Source: an optimization exercise on an open RTL-to-GDS flow (aim: small area, a short achievable clock period and few clock cycles). Production flows keep margins and buffers that such runs may drop.
Only simulation tests tie the RTL to the original design; equivalence was not proved.
No activity file was given, so power comes from the tool's default toggle rates.

// mips_pipeline
module mips_pipeline (
    input  wire        clk,
    input  wire        reset,
    output wire [31:0] imem_addr,
    input  wire [31:0] imem_rdata,
    output wire [31:0] dmem_addr,
    output wire [31:0] dmem_wdata,
    output wire        dmem_we,
    output wire        dmem_re,
    input  wire [31:0] dmem_rdata
);
reg  [9:0]  pc;
reg  [9:0]  pc_o;        
reg  [31:0] x_a;         
reg  [31:0] x_b;         
reg  [31:0] x_sd;        
reg  [4:0]  x_sh;        
reg  [9:0]  x_target;    
reg  [4:0]  x_dst;
reg         x_inv;
reg         x_fsd;       
reg         x_sum, x_and, x_or, x_nor, x_slt, x_sll, x_srl;
reg         x_wr_alu, x_wr_ld, x_load, x_store, x_br;
reg  [31:0] m_res;       
reg  [31:0] m_wdata;
reg  [4:0]  m_dst;
reg  [31:1] m_we_oh;     
reg         m_regwrite;  
reg         m_load;      
reg         m_re, m_we;
wire [31:0] ins = imem_rdata;
wire [5:0]  op  = ins[31:26];
wire [4:0]  rs  = ins[25:21];
wire [4:0]  rt  = ins[20:16];
  ...
==> flow/config.mk <==
export PLATFORM = sky130hd
export DESIGN_NAME = mips_pipeline
export DESIGN_NICKNAME = mips_pipeline
export VERILOG_FILES = /design/flow/design.v
export SDC_FILE = /design/flow/constraint.sdc
export NUM_CORES = 8
export LEC_CHECK = 0
export ABC_AREA = 1
export CAP_MARGIN = 20
export CORE_MARGIN = 2
export CORE_UTILIZATION = 40
export CTS_CLUSTER_DIAMETER = 60
export CTS_CLUSTER_SIZE = 30
export SLEW_MARGIN = 20
export TNS_END_PERCENT = 20
==> flow/constraint.sdc <==
create_clock -name core_clock -period 7.5 [get_ports {clk}]
set_input_delay 1.5000 -clock core_clock [delete_from_list [all_inputs] [get_ports {clk}]]
set_output_delay 1.5000 -clock core_clock [all_outputs]
set_load 0.01 [all_outputs]
standard.sh (not shown) runs the stock make flow with config.mk's settings and CLKGATE_MAP_FILE= SYNTH_SCRIPT=/design/flow/synth_recipe.tcl, a recipe that flattens the netlist after the stock synthesis.
==> flow/flow/run.sh <==
#!/bin/bash
# Standard layout with three changes:
#  - ports buffered by buf_4 cells instead of the default delay-cell buffers;
#  - no gate cloning in timing repair (a clone can overload its driver after
#    the last design repair);
#  - timing repair aims at a setup margin of 4.8 ns up to clock tree synthesis
#    and 4.65 ns after global routing.
set -e
export BUFFER_PORTS_ARGS="-buffer_cell sky130_fd_sc_hd__buf_4"
export SKIP_GATE_CLONING=1
SETUP_SLACK_MARGIN=4.8 bash standard.sh cts > standard_cts.log 2>&1
SETUP_SLACK_MARGIN=4.65 bash standard.sh > standard_finish.log 2>&1
The first run finished with timing, DRC and antenna clean.
Testbench counts at the start, summed over its fixed seeds: cycles 23,348.
Edit:
--- a/flow/design.v
+++ b/flow/design.v
@@ -71,26 +71,26 @@
   else       pc <= pc_next;
 always @(posedge clk)
   pc_o <= reset ? 10'd0 : pc_next;
 assign imem_addr = {20'd0, pc_o, 2'b00};
 wire [31:0] m_val = m_load ? dmem_rdata : m_res;
 wire [31:0] rf [0:31];
 assign rf[0] = 32'd0;
 genvar gi;
 generate
   for (gi = 1; gi < 32; gi = gi + 1) begin : g_rf
     reg [31:0] r;
     always @(posedge clk)
-      if (m_we_oh[gi]) r <= m_val;
-    assign rf[gi] = r;
+      if (m_we_oh[gi]) r <= ~m_val;    
+    assign rf[gi] = ~r;
   end
 endgenerate
 wire [31:0] res;
 wire fwd_a = x_wr_alu & (x_dst == rs);
 wire fwd_b = x_wr_alu & (x_dst == rt);
 wire byp_a = m_regwrite & (m_dst == rs);
 wire byp_b = m_regwrite & (m_dst == rt);
 reg [31:0] rf_a, rf_b;
 integer k;
 always @(*) begin
   rf_a = 32'd0;
   rf_b = 32'd0;
=> Design area drops by 5.1%. Non-clock buffer count drops by 34. Wire length drops by 7.5%. Setup slack is worse by 0.088 ns. Global-route usage falls by 1.8 points.
Testbench counts after the change, summed over its fixed seeds: cycles 23,348.

========
== v6 ==
mips_pipeline, a different RTL version from the one above (not shown whole).
For scale: about 7,200 cells after synthesis, ~1,300 flip-flops, roughly 160 I/O pins, about 64,000 µm² of cells after synthesis.
==> flow/config.mk <==
export PLATFORM = sky130hd
export DESIGN_NAME = mips_pipeline
export DESIGN_NICKNAME = mips_pipeline
export VERILOG_FILES = /design/flow/design.v
export SDC_FILE = /design/flow/constraint.sdc
export NUM_CORES = 8
export LEC_CHECK = 0
export ABC_AREA = 1
export CAP_MARGIN = 20
export CORE_MARGIN = 2
export CORE_UTILIZATION = 40
export CTS_CLUSTER_DIAMETER = 60
export CTS_CLUSTER_SIZE = 30
export SETUP_SLACK_MARGIN = 4.8
export SLEW_MARGIN = 20
export TNS_END_PERCENT = 20
==> flow/constraint.sdc <==
create_clock -name core_clock -period 7.5 [get_ports {clk}]
set_input_delay 1.5000 -clock core_clock [delete_from_list [all_inputs] [get_ports {clk}]]
set_output_delay 1.5000 -clock core_clock [all_outputs]
set_load 0.01 [all_outputs]
==> flow/flow/run.sh <==
#!/bin/bash
# Standard layout, with the ports buffered by buf_4 cells instead of the
# default delay-cell buffers.
set -e
export BUFFER_PORTS_ARGS="-buffer_cell sky130_fd_sc_hd__buf_4"
bash standard.sh > standard.log 2>&1
From the logs: v6 reached the end of the flow and failed the layout checks with capacitance limit, slew limit.
Testbench counts of v6, summed over its fixed seeds: cycles 23,348.
diff inputs: v6 => v7
--- a/flow/design.v
+++ b/flow/design.v
@@ -4,34 +4,32 @@
     output wire [31:0] imem_addr,
     input  wire [31:0] imem_rdata,
     output wire [31:0] dmem_addr,
     output wire [31:0] dmem_wdata,
     output wire        dmem_we,
     output wire        dmem_re,
     input  wire [31:0] dmem_rdata
 );
 reg  [9:0]  pc;
-reg  [9:0]  pc_o;        
 reg  [31:0] x_a;         
 reg  [31:0] x_b;         
 reg  [31:0] x_sd;        
 reg  [4:0]  x_sh;        
 reg  [9:0]  x_target;    
 reg  [4:0]  x_dst;
 reg         x_inv;
 reg         x_fsd;       
 reg         x_sum, x_and, x_or, x_nor, x_slt, x_sll, x_srl;
 reg         x_wr_alu, x_wr_ld, x_load, x_store, x_br;
 reg  [31:0] m_res;       
 reg  [31:0] m_addr;      
 reg  [31:0] m_wdata;
 reg  [4:0]  m_dst;
-reg  [31:1] m_we_oh;     
 reg         m_regwrite;  
 reg         m_load;      
 reg         m_re, m_we;
 wire [31:0] ins = imem_rdata;
 wire [5:0]  op  = ins[31:26];
 wire [4:0]  rs  = ins[25:21];
 wire [4:0]  rt  = ins[20:16];
 wire [4:0]  rd  = ins[15:11];
 wire [5:0]  fn  = ins[5:0];
@@ -64,30 +62,28 @@
 wire [9:0] pc1      = pc + 10'd1;
 wire [9:0] f_target = pc1 + ins[9:0];
 wire       x_taken;
 wire [9:0] pc_next  = x_taken ? x_target :
                       stall   ? pc :
                       (f_beq & f_same) ? f_target : pc1;
 always @(posedge clk or posedge reset)
   if (reset) pc <= 10'd0;
   else       pc <= pc_next;
-always @(posedge clk)
-  pc_o <= reset ? 10'd0 : pc_next;
-assign imem_addr = {20'd0, pc_o, 2'b00};
+assign imem_addr = {20'd0, pc, 2'b00};
 wire [31:0] m_val = m_load ? dmem_rdata : m_res;
 wire [31:0] rf [0:31];
 assign rf[0] = 32'd0;
 genvar gi;
 generate
   for (gi = 1; gi < 32; gi = gi + 1) begin : g_rf
     reg [31:0] r;
     always @(posedge clk)
-      if (m_we_oh[gi]) r <= m_val;
+      if (m_regwrite && (m_dst == gi)) r <= m_val;
     assign rf[gi] = r;
   end
 endgenerate
 wire [31:0] res;
 wire fwd_a = x_wr_alu & (x_dst == rs);
 wire fwd_b = x_wr_alu & (x_dst == rt);
 wire byp_a = m_regwrite & (m_dst == rs);
 wire byp_b = m_regwrite & (m_dst == rt);
 reg [31:0] rf_a, rf_b;
@@ -186,25 +182,23 @@
 always @(posedge clk) begin
   m_res   <= res;
   m_addr  <= sum;
   m_wdata <= x_fsd ? m_res : x_sd;
   m_dst   <= x_dst;
 end
 always @(posedge clk or posedge reset)
   if (reset) begin
     m_regwrite <= 1'b0;
-    m_we_oh    <= 31'd0;
     m_load     <= 1'b0;
     m_re       <= 1'b0;
     m_we       <= 1'b0;
   end else begin
     m_regwrite <= x_wr_alu | x_wr_ld;
-    for (k = 1; k < 32; k = k + 1) m_we_oh[k] <= (x_wr_alu | x_wr_ld) & (x_dst == k);
     m_load     <= x_wr_ld;
     m_re       <= x_load;
     m_we       <= x_store;
   end
 assign dmem_addr  = m_addr;
 assign dmem_wdata = m_wdata;
 assign dmem_we    = m_we;
 assign dmem_re    = m_re;
 endmodule
### Flow results
[compare] base=v6 new=v7: number of tap cells added at floorplan went down 28; power in sequential cells went down about 2.5%.
[compare] base=v6 new=v7: initial antenna violation count has decreased; reported clock group power moved down.
Compared to v6, v7 has worst setup slack 57 ps higher.
Fraction of synthesis flops using an asynchronous set or reset pin: v7 and v6 compared, higher one is v6
For the share of layout cells above drive strength 1, v7 came in 2.2 points higher than v6 did.
v6 → v7: core utilization shows an increase of 1.5 points; synthesized-area fraction occupied by xor and xnor cells did not really move; area after synthesis fell about 2.3%; share of the clock period used by the worst path fell 0.76 points; setup slack of the worst register-to-register path went up.
In the flow results for v7 and v6, the via count is larger on v7.
v7 ran in full, but the layout does not pass; the checks complain about capacitance limit, slew limit.
Testbench counts of v7, summed over its fixed seeds: cycles 23,348.

port drivers added, routing unchanged:
No port has a modelled driver above. Below, the same layouts with a new extraction and two added sets of constraints.
Step 1 assumes that a clkbuf_16 drives the clock port and a buf_2 every other input.
Step 2 moves the port delays by t, midway between the first and last clock arrival at a register: inputs arrive t later, outputs are due t later. That takes back most of the time a late clock gives input paths.
a / b / c = no drivers / after step 1 / after step 2; a / b = the first two.
run | t (ns) | setup slack, ns | worst hold slack (ns) | pins driven straight from the clock port
the first run of note 1 | 0.894 | 4.463 / 4.470 / 3.579 | 0.358 / 0.358 / 0.358 | 1
the second run of note 1 | 0.852 | 4.375 / 4.372 / 3.520 | 0.355 / 0.355 / 0.355 | 1
v6 | 0.867 | 4.362 / 4.350 / 3.484 | 0.355 / 0.355 / 0.355 | 1
v7 | 0.871 | 4.419 / 4.384 / 3.512 | 0.354 / 0.354 / 0.354 | 1
For v7, which loses most, drivers alone change the setup slack by -0.035 ns; drivers and shift together by -0.907 ns.
